Source: an optimization exercise on an open RTL-to-GDS flow (aim: small area). Production flows keep margins and buffers that such runs may drop.
Function was checked by simulation only, so behaviour that the tests miss may differ from the original.
No activity file was given, so power comes from the tool's default toggle rates.

==> run a <==
## rvsteel_core
module rvsteel_core #(
  parameter     [31:0]  BOOT_ADDRESS = 32'h00000000
  ) (
  input  wire           clock,
  input  wire           reset,
  input  wire           halt,
  output wire   [31:0]  rw_address,
  input  wire   [31:0]  read_data,
  output wire           read_request,
  input  wire           read_response,
  output wire   [31:0]  write_data,
  output wire   [3:0 ]  write_strobe,
  output wire           write_request,
  input  wire           write_response,
  input  wire           irq_external,
  output wire           irq_external_response,
  input  wire           irq_timer,
  output wire           irq_timer_response,
  input  wire           irq_software,
  output wire           irq_software_response,
  input  wire   [15:0]  irq_fast,
  output wire   [15:0]  irq_fast_response,
  input  wire   [63:0]  real_time_clock
  );
clock: 20.0 ns
lec_check: 0
cap_margin: 5
core_margin: 2
core_utilization: 35
place_density: 0.4
setup_slack_margin: 0.1
slew_margin: 5
synth_hierarchical: 1
synth_minimum_keep_size: 0
standard.sh (not shown) runs the stock make flow with config.mk's settings and CLKGATE_MAP_FILE= SYNTH_SCRIPT=/design/flow/synth_recipe.tcl, a recipe that flattens the netlist after the stock synthesis.
==> flow/flow/run.sh <==
#!/bin/bash
# Standard layout, with two changes: clock tree synthesis with clkbuf_8 buffers
# and without dummy loads, and small buffers (buf_1) on the input and output ports.
set -e
export CTS_ARGS="-sink_clustering_enable -repair_clock_nets -dont_use_dummy_load -buf_list sky130_fd_sc_hd__clkbuf_8"
export BUFFER_PORTS_ARGS="-buffer_cell sky130_fd_sc_hd__buf_1"
bash standard.sh > standard.log 2>&1
==> run b (differences from run a) <==
==> flow/run.sh (new file) <==
#!/bin/bash
# synth_recipe.tcl (not shown) runs the flow's synth.tcl, then flattens the netlist and writes it again
# the make line also repeats each setting of config.mk as NAME=value (left out here)
make -C /OpenROAD-flow-scripts/flow DESIGN_CONFIG=/design/flow/config.mk WORK_HOME=/design/flow/orfs CLKGATE_MAP_FILE= SYNTH_SCRIPT=/design/flow/synth_recipe.tcl finish
- CAP_MARGIN: 5 -> 20
- CORE_UTILIZATION: 35 -> 25
- PLACE_DENSITY: 0.4 -> 0.3
- SETUP_SLACK_MARGIN: 0.1 -> not set
- SLEW_MARGIN: 5 -> 20
removed: flow/flow/run.sh
removed: flow/standard.sh
==> run c (differences from run a) <==
==> flow/flow/run.sh (replaced) <==
#!/bin/bash
# Standard layout, with two changes: clock tree synthesis without dummy loads,
# and small buffers (buf_1) on the input and output ports.
set -e
export CTS_ARGS="-sink_clustering_enable -repair_clock_nets -dont_use_dummy_load"
export BUFFER_PORTS_ARGS="-buffer_cell sky130_fd_sc_hd__buf_1"
bash standard.sh > standard.log 2>&1
- CAP_MARGIN: 5 -> 10
- CTS_BUF_LIST: not set -> sky130_fd_sc_hd__clkbuf_8
- SLEW_MARGIN: 5 -> 10
==> run notes <==
Sequential cell count is the same in run a and run c.
Maximum frequency, highest first: run b, run a, run c.
Of run b and run a, run b has the higher die area (gap about 40%, measured against run a).
Via count, highest first: run a, run c, run b.
In area after synthesis, run b and run c do not differ.
The lowest routed wire length belongs to run c, the highest to run b.
Register-to-register slack, highest first: run b, run c, run a.

* * *

==> inputs of trial 88 <==
Another version of the RTL of rvsteel_core (not shown whole).
Settings: LEC_CHECK=0, CAP_MARGIN=10, CORE_MARGIN=2, CORE_UTILIZATION=42, PLACE_DENSITY=0.48, SETUP_SLACK_MARGIN=0.1, SLEW_MARGIN=10, SYNTH_HIERARCHICAL=1, SYNTH_MINIMUM_KEEP_SIZE=0; clock period 20.0 ns.
==> flow/flow/run.sh <==
#!/bin/bash
# Standard layout, with two changes: clock tree synthesis with clkbuf_8 buffers
# and without dummy loads, and small buffers (buf_1) on the input and output ports.
set -e
export CTS_ARGS="-sink_clustering_enable -repair_clock_nets -dont_use_dummy_load -buf_list sky130_fd_sc_hd__clkbuf_8"
export BUFFER_PORTS_ARGS="-buffer_cell sky130_fd_sc_hd__buf_1"
bash standard.sh > standard.log 2>&1
==> inputs of build 84, as changes to trial 88 <==
--- a/flow/design.v
+++ b/flow/design.v
@@ -146,29 +146,27 @@
       assign rs1_select[isel] = rs1_address == isel;
       assign rs2_select[isel] = rs2_address == isel;
     end
     for (ibitr = 0; ibitr < 32; ibitr = ibitr + 1) begin : read_bits
       wire [10:0] rs1_group_n;
       wire [10:0] rs2_group_n;
-      for (igrp = 0; igrp < 10; igrp = igrp + 1) begin : groups
+      for (igrp = 0; igrp < 11; igrp = igrp + 1) begin : groups
         wire data0 = integer_file[3*igrp+1][ibitr];
         wire data1 = integer_file[3*igrp+2][ibitr];
-        wire data2 = integer_file[3*igrp+3][ibitr];
+        wire data2 = (3*igrp+3 < 32) ? integer_file[(3*igrp+3) % 32 + (3*igrp+3) / 32][ibitr] : 1'b0;
         rvsteel_core_aoi222 rs1_group (
           .a0(data0), .s0(rs1_select[3*igrp+1]),
           .a1(data1), .s1(rs1_select[3*igrp+2]),
           .a2(data2), .s2(rs1_select[3*igrp+3]),
           .y(rs1_group_n[igrp]));
         rvsteel_core_aoi222 rs2_group (
           .a0(data0), .s0(rs2_select[3*igrp+1]),
           .a1(data1), .s1(rs2_select[3*igrp+2]),
           .a2(data2), .s2(rs2_select[3*igrp+3]),
           .y(rs2_group_n[igrp]));
       end
-      assign rs1_group_n[10] = ~(integer_file[31][ibitr] & rs1_select[31]);
-      assign rs2_group_n[10] = ~(integer_file[31][ibitr] & rs2_select[31]);
       always @* begin
         rs1_data[ibitr] = ~&rs1_group_n;
         rs2_data[ibitr] = ~&rs2_group_n;
       end
     end
   endgenerate
@@ -458,16 +456,16 @@
         .y(group_n[1]));
       rvsteel_core_aoi222 group2 (
         .a0(csr_mtvec_value[icsr]),   .s0(sel_mtvec),
         .a1(csr_mscratch[icsr]),      .s1(sel_mscratch),
         .a2(csr_mepc_value[icsr]),    .s2(sel_mepc),
         .y(group_n[2]));
-      rvsteel_core_aoi221 group3 (
+      rvsteel_core_aoi222 group3 (
         .a0(csr_mcause[icsr]),        .s0(sel_mcause),
         .a1(csr_mtval[icsr]),         .s1(sel_mtval),
-        .c(csr_small_out[icsr]),
+        .a2(csr_small_out[icsr]),     .s2(1'b1),
         .y(group_n[3]));
       always @*
         csr_data_out[icsr] = ~&group_n;
     end
   endgenerate
   wire  [31:0]  csr_data_mask = funct3[2] ? {27'b0, rs1_address} : rs1_data;
@@ -651,16 +649,6 @@
   input  wire a2,
   input  wire s2,
   output wire y
   );
   assign y = ~((a0 & s0) | (a1 & s1) | (a2 & s2));
 endmodule
-module rvsteel_core_aoi221 (
-  input  wire a0,
-  input  wire s0,
-  input  wire a1,
-  input  wire s1,
-  input  wire c,
-  output wire y
-  );
-  assign y = ~((a0 & s0) | (a1 & s1) | c);
-endmodule
==> flow/run.sh (new file) <==
#!/bin/bash
# synth_recipe.tcl (not shown) runs the flow's synth.tcl, then flattens the netlist and writes it again
# the make line also repeats each setting of config.mk as NAME=value (left out here)
make -C /OpenROAD-flow-scripts/flow DESIGN_CONFIG=/design/flow/config.mk WORK_HOME=/design/flow/orfs CLKGATE_MAP_FILE= SYNTH_SCRIPT=/design/flow/synth_recipe.tcl finish
- CORE_UTILIZATION: 42 -> 35
- CTS_BUF_LIST: unset -> sky130_fd_sc_hd__clkbuf_8
- PLACE_DENSITY: 0.48 -> 0.4
removed: flow/flow/run.sh
removed: flow/standard.sh
==> inputs of trial 82, as changes to trial 88 <==
- CAP_MARGIN: 10 -> 5
- CORE_UTILIZATION: 42 -> 35
- PLACE_DENSITY: 0.48 -> 0.4
- SLEW_MARGIN: 10 -> 5
==> notes <==
Between build 84 and trial 88, the lower die area is in trial 88 (gap about 20%, measured against trial 88).
Utilization: trial 82 < build 84 < trial 88.
In area after synthesis, trial 88 and trial 82 do not differ.
Wire length: trial 82 is larger than build 84 (about 6%).
Between build 84 and trial 88, the lower combinational power is in trial 88 (gap about 50%, measured against trial 88).
Setup slack, lowest first: trial 82, build 84, trial 88.
Final cell count: trial 88 is lower than build 84 (10%).
Final area: trial 88 < trial 82 < build 84.
Against build 84, the sequential power of trial 82 is lower by about 3%.
==> figures <==
item	trial 88	trial 82	build 84
Run status	timing/DRC/antenna clean	timing/DRC/antenna clean	timing/DRC/antenna clean
Non-Clock Buffer Area Fraction	0.0468	0.0528	0.0825
Clock net power	2.52 mW	2.56 mW	2.88 mW
Post-layout util	0.484	0.410	0.435
Critical Path Slowest Stage Cell	sky130_fd_sc_hd__nor4b_1	sky130_fd_sc_hd__o41ai_1	sky130_fd_sc_hd__nor3_2
Placeable core region	183000 um2	220000 um2	218000 um2
Average via count per standard cell	7.30	6.85	6.54
Overall power of the completed layout	7.52 mW	7.58 mW	8.51 mW
Die ar.	188000 um2	225000 um2	223000 um2
Met1 track utilization from global routing	0.495	0.444	0.443
Post-Synthesis Cells	6443	6443	6409
Iteration-0 DRC Markers	14400	13000	13400
Peak supply drop	0.0721 mV	0.0629 mV	0.0653 mV
WP depth	33	33	36
Met1 wire length	141000 um	157000 um	157000 um
Tap cells	2464	2958	2854
Sequential fraction of design power	0.539	0.535	0.491
Footprint of the flip-flops and latches	43600 um2	43600 um2	43600 um2
Total placed cells including tap cells	9253	9816	10100
Synth Area in XOR/XNOR	0.00929	0.00929	0.0100

-- afterwards: timing with drivers on the ports --
Ports are ideal in the flow. The routed layouts listed here were re-timed in OpenROAD. Step 1: set_driving_cell puts a clkbuf_16 on clock and a buf_2 on each other input, an assumption about the parent block. Step 2 also shifts input and output timing later by t, the mid clock arrival at the registers, as if the neighbouring blocks saw the same clock. a / b / c = no drivers / after step 1 / after step 2; a / b = the first two.
| run | t, ns | setup slack, ns | hold slack, ns | slew at the worst register clock pin (ns) |
|---|---|---|---|---|
| run a | 1.109 | 0.441 / 0.255 / -0.428 | 0.540 / 0.540 / 0.540 | 0.07 / 0.07 |
| run b | 0.960 | 0.535 / 0.515 / -0.126 | 0.519 / 0.519 / 0.519 | 0.10 / 0.10 |
| run c | 0.884 | 0.388 / 0.189 / -0.143 | 0.546 / 0.546 / 0.546 | 0.07 / 0.07 |
| trial 88 | 1.103 | 0.522 / 0.493 / -0.243 | 0.495 / 0.495 / 0.495 | 0.07 / 0.07 |
| build 84 | 1.123 | 0.417 / 0.393 / -0.314 | 0.528 / 0.528 / 0.528 | 0.08 / 0.08 |
| trial 82 | 1.117 | 0.389 / 0.283 / -0.198 | 0.494 / 0.494 / 0.494 | 0.07 / 0.07 |
Met with ideal ports but missed after step 2: setup timing in every run listed. For run a, which loses most, drivers alone change the setup slack by -0.186 ns; drivers and shift together by -0.869 ns.
